Background: an optimization exercise with open tools, aiming at small area. Do not read the settings as production practice.
The RTL was checked by simulation tests, not by an equivalence proof against the original design.
Power is estimated from default activity; no workload was simulated.

==> inputs of run A <==
Design HitTheMouse, start of the top module:
module HitTheMouse(mclk, rst, btn, led, fpgabtn, OutBlue, OutGreen, OutRed, HS, VS, soundwave, bgm);
export LEC_CHECK = 0
export ABC_AREA = 1
export CAP_MARGIN = 20
export CORE_MARGIN = 2
export CORE_UTILIZATION = 70
export CTS_BUF_LIST = sky130_fd_sc_hd__clkbuf_16 sky130_fd_sc_hd__clkbuf_8 sky130_fd_sc_hd__clkbuf_4
export CTS_CLUSTER_DIAMETER = 100
export CTS_CLUSTER_SIZE = 30
export SLEW_MARGIN = 20
create_clock -name core_clock -period 60.0 [get_ports {mclk}]
run.sh (not shown) runs the stock make flow with config.mk's settings and CLKGATE_MAP_FILE= SYNTH_SCRIPT=/design/flow/synth_recipe.tcl, a recipe that flattens the netlist after the stock synthesis.
==> inputs of run C, as changes to run A <==
CORE_UTILIZATION = 60   (was 70)
CTS_BUF_LIST = default   (was sky130_fd_sc_hd__clkbuf_16 sky130_fd_sc_hd__clkbuf_8 sky130_fd_sc_hd__clkbuf_4)
CTS_CLUSTER_DIAMETER = default   (was 100)
CTS_CLUSTER_SIZE = default   (was 30)
==> notes <==
Of run A and run C, run A has the higher global-route usage (gap 3.7 points).
Against run A, the worst hold slack of run C is worse by 0.010 ns.
In run C the sequential share of layout area is lower than in run A, by 1.5 points.
Between run A and run C, the lower die area is in run A (gap 14%, measured against run C).
Clock-buffer cell count: run C is higher than run A (21).
Non-clock buffer count is the same in run C and run A.
Routed wire length: run A is smaller than run C (2.0%).
In run C the maximum frequency is lower than in run A, by 0.41%.
Synthesized cell count is the same in run A and run C.
First-iteration DRC count: run C is lower than run A (about 16%).

* * *

==> inputs of job 2716 <==
Another version of the RTL of HitTheMouse (not shown whole).
export LEC_CHECK = 0
export ABC_AREA = 1
export CAP_MARGIN = 20
export CORE_MARGIN = 2
export CORE_UTILIZATION = 70
export SLEW_MARGIN = 20
create_clock -name core_clock -period 60.0 [get_ports {mclk}]
standard.sh (not shown) runs the stock make flow with config.mk's settings and CLKGATE_MAP_FILE= SYNTH_SCRIPT=/design/flow/synth_recipe.tcl, a recipe that flattens the netlist after the stock synthesis.
==> flow/flow/run.sh <==
#!/bin/bash
# Own layout flow: the standard synthesis; then the logic between its registers is
# mapped again for area (ABC: deepsyn, the area-oriented mapper amap, then stochastic remapping
# of overlapping parts with amap), keeping every
# register as the standard synthesis made it; then the standard layout steps.
set -euo pipefail
R=orfs/results/${FLOW_PLATFORM}/HitTheMouse/base
bash standard.sh synth > synth.log 2>&1
cp $R/1_2_yosys.v $R/1_2_yosys_standard.v
export REMAP_LIB=${FLOW_HOME}/platforms/${FLOW_PLATFORM}/lib/sky130_fd_sc_hd__tt_025C_1v80.lib
export REMAP_MAPLIB=$PWD/remap.lib
export REMAP_SCRIPT=$PWD/flow/remap.abc
export REMAP_IN=$PWD/$R/1_2_yosys_standard.v
export REMAP_OUT=$PWD/$R/1_2_yosys.v
python3 flow/filterlib.py $REMAP_LIB $REMAP_MAPLIB > filterlib.log 2>&1
${FLOW_HOME}/../tools/install/yosys/bin/yosys -c flow/remap.tcl > remap.log 2>&1
# ports buffered with the smallest buffer; a clock tree of clkbuf_16 leaves for at most 25 registers
# each (clkbuf_8 above them), without dummy loads
bash standard.sh BUFFER_PORTS_ARGS="-buffer_cell sky130_fd_sc_hd__buf_1" \
  CTS_ARGS="-sink_clustering_enable -repair_clock_nets -sink_clustering_size 25 -sink_clustering_max_diameter 80 -buf_list sky130_fd_sc_hd__clkbuf_8 -sink_clustering_buffer sky130_fd_sc_hd__clkbuf_16 -dont_use_dummy_load" \
  finish > layout.log 2>&1
Other scripts of this flow, unchanged in this note and not shown: flow/flow/filterlib.py, flow/flow/remap.abc, flow/flow/remap.tcl
==> inputs of job 1805, as changes to job 2716 <==
--- a/flow/design.v
+++ b/flow/design.v
@@ -80,30 +80,29 @@
 	output reg       sc2, mx2,    
 	output reg [3:0] sc1, sc0, mx1, mx0,
 	output reg [2:0] life,
 	output reg [4:0] bq,      
 	output reg [3:0] brm,
 	output reg [1:0] mission, sit,
 	output reg       hs, fs, ls
 );
-reg [3:0] sd;
+reg [3:0] sdp;
 always @(posedge clk)
-	if(rst) sd<=4'd2;
-	else if(tick) sd<=(sd>=4'd7) ? sd-4'd7 : sd+4'd6;
+	if(rst) sdp<=4'd9;
+	else if(tick) sdp<=(sdp>=4'd7) ? sdp-4'd7 : sdp+4'd6;
 reg [3:0] ph;
 always @(posedge clk)
 	if(rst) ph<=4'd0;
 	else if(p) ph<=(ph==4'd14) ? 4'd0 : ph+1'b1;
 wire last = (ph==4'd14) & p;                   
 wire ph15 = (ph==4'd7) & p;                    
 reg [29:0] rg;
 reg        rq, act, ld, init;
 reg        d1, c1, e1, r1, c2;
-wire [3:0] sdp = (sd>=4'd6) ? sd-4'd6 : sd+4'd7;
 wire a = rg[0];                                
 wire w = a ^ d1 ^ c1;                          
 wire xr = rg[14] ^ e1 ^ r1;                    
 wire u = ph15 | (ph[3] & xr);                  
 wire y = w ^ u ^ c2;                           
 wire sbit = (ph==4'd0) ? (p ? sdp[1] : sdp[0]) : (ph==4'd1) ? (p ? sdp[3] : sdp[2]) : 1'b0;
 always @(posedge clk) begin
 	rg<={ (act ? (ld ? sbit : y) : a), rg[29:1] };
@@ -164,37 +163,29 @@
 		end else if(play && (spawn || (init && tc<7'd22))) begin
 			rq<=1'b1;
 			if(tc==7'd21) init<=1'b0;
 		end
 	end
 end
 reg [2:0] nm;
 integer i;
+wire tplay = tick & play;
+wire tclr = tick & (reset | newgame);
 always @(posedge clk) begin
+	ac<=(tclr | (tplay & (spawn | anyhit))) ? 9'd0 : ac+{8'd0,tplay};
+	dc<=(tclr | (tplay & (dis | anyhit))) ? 6'd0 : dc+{5'd0,tplay};
+	tc<=(tclr | (tplay & tcw)) ? 7'd0 : tc+{6'd0,tplay};
 	if(tick) begin
 		if(play) begin
-			if(spawn) begin
-				hit<=1'b0;
-				ac<=9'd0;
-			end else ac<=ac+1'b1;
-			if(dis) dc<=6'd0; else dc<=dc+1'b1;
-			if(tcw) tc<=7'd0;
-			else tc<=tc+1'b1;
-			if(anyhit) begin
-				hit<=1'b1; ac<=9'd0; dc<=6'd0;
-			end
-		end
-		if(reset) begin
-			ac<=9'd0; tc<=7'd0; dc<=6'd0; hit<=1'b0;
-		end
-		if(newgame) begin
-			ac<=9'd0; tc<=7'd0; dc<=6'd0;
-			hit<=1'b1;
+			if(spawn) hit<=1'b0;
+			if(anyhit) hit<=1'b1;
 		end
+		if(reset) hit<=1'b0;
+		if(newgame) hit<=1'b1;
 		old_btn<=btn;
 		old_pause<=pause;
 	end
 	clr_p<=tick && clr;
 	linc_p<=tick && linc;
 	up<=mup;
 end
 always @(posedge clk)
@@ -282,20 +273,17 @@
 endmodule
 module sfx(
 	input  clk, rst, tick, hs, fs, ls,
 	output wave
 );
 reg [1:0] play, lastplay;
 reg [6:0] nl;
 always @(posedge clk)
-	if(tick) begin
-		if(play!=2'd0) nl<=nl+1'b1;
-		else if(hs|fs|ls) nl<=7'd0;
-	end
+	nl<=(tick && play==2'd0 && (hs|fs|ls)) ? 7'd0 : nl+{6'd0,tick && play!=2'd0};
 always @(posedge clk)
 if(rst) begin
 	play<=2'd0; lastplay<=2'd0;
 end else if(tick) begin
 	lastplay<=play;
 	if((play==2'd1 && nl>=7'd49) || (play==2'd2 && nl>=7'd19) || (play==2'd3 && nl==7'd127))
 		play<=2'd0;
 	else if(ls) play<=2'd3;
==> qor summary <==
Outcome: job 2716 timing/DRC/antenna clean; job 1805 timing/DRC/antenna clean
Number of standard-cell rows in the floorplan: job 2716 47; job 1805 46
Seq pwr share: job 2716 62.5%; job 1805 62.7%
Worst hold start: job 2716 u_game.rg[6]; job 1805 u_game.rg[16]
Crit share post-route: job 2716 28.2%; job 1805 28.7%
Number of vias in the routed layout: job 2716 11700; job 1805 11700
Worst Setup Slack, final: job 2716 43070 ps; job 1805 42790 ps
Sequential logic power: job 2716 0.167 mW; job 1805 0.163 mW
Switching power: job 2716 0.0603 mW; job 1805 0.0575 mW
Area taken by flip-flops and latches: job 2716 5190 um^2; job 1805 4900 um^2
Min Hold Slack: job 2716 334 ps; job 1805 330 ps
Internal power: job 2716 0.206 mW; job 1805 0.202 mW
Non-clock buffer contribution to total cell area: job 2716 1.11%; job 1805 1.13%
PnR Total Power: job 2716 0.267 mW; job 1805 0.260 mW
Via-to-Cell Ratio: job 2716 6.42; job 1805 6.43
Leakage power figure: job 2716 4.37 nW; job 1805 4.21 nW
Number of cells in the design after placement: job 2716 1803; job 1805 1809
Library cell contributing the largest single delay on the critical path: job 2716 sky130_fd_sc_hd__dfxtp_1; job 1805 sky130_fd_sc_hd__a311oi_1
Crit path DAT: job 2716 4930 ps; job 1805 5210 ps
HPWL after DPL: job 2716 21.9 mm; job 1805 22.1 mm
Net Count, Synth: job 2716 1565; job 1805 1575
Met2 track demand over resource in global routing: job 2716 55.4%; job 1805 54.7%

-- static timing again, ports no longer ideal --
The flow's constraints put no driver on any port. The routed layouts listed below were extracted and timed again, unchanged, in two steps.
Step 1 sets driving cells, clkbuf_16 on the clock port and buf_2 on the other inputs (assumed; they add their load-dependent delay and slew).
Step 2 also shifts input and output timing later by t, the mid clock arrival at the registers, as if the neighbouring blocks saw the same clock.
Slacks: ideal ports / drivers / drivers and shift; pairs: ideal ports / drivers.
run | t, ns | slack for setup (ns) | worst register clock-pin slew, ns | worst data-port slew with drivers (ns)
run A | 0.522 | 43.451 / 43.405 / 43.927 | 0.11 / 0.11 | 0.04
run C | 0.592 | 43.384 / 43.335 / 43.927 | 0.06 / 0.06 | 0.03
job 2716 | 0.551 | 43.072 / 43.031 / 43.582 | 0.10 / 0.10 | 0.05
job 1805 | 0.545 | 42.793 / 42.754 / 43.299 | 0.10 / 0.10 | 0.06
After both steps setup and hold are still met in every run listed.
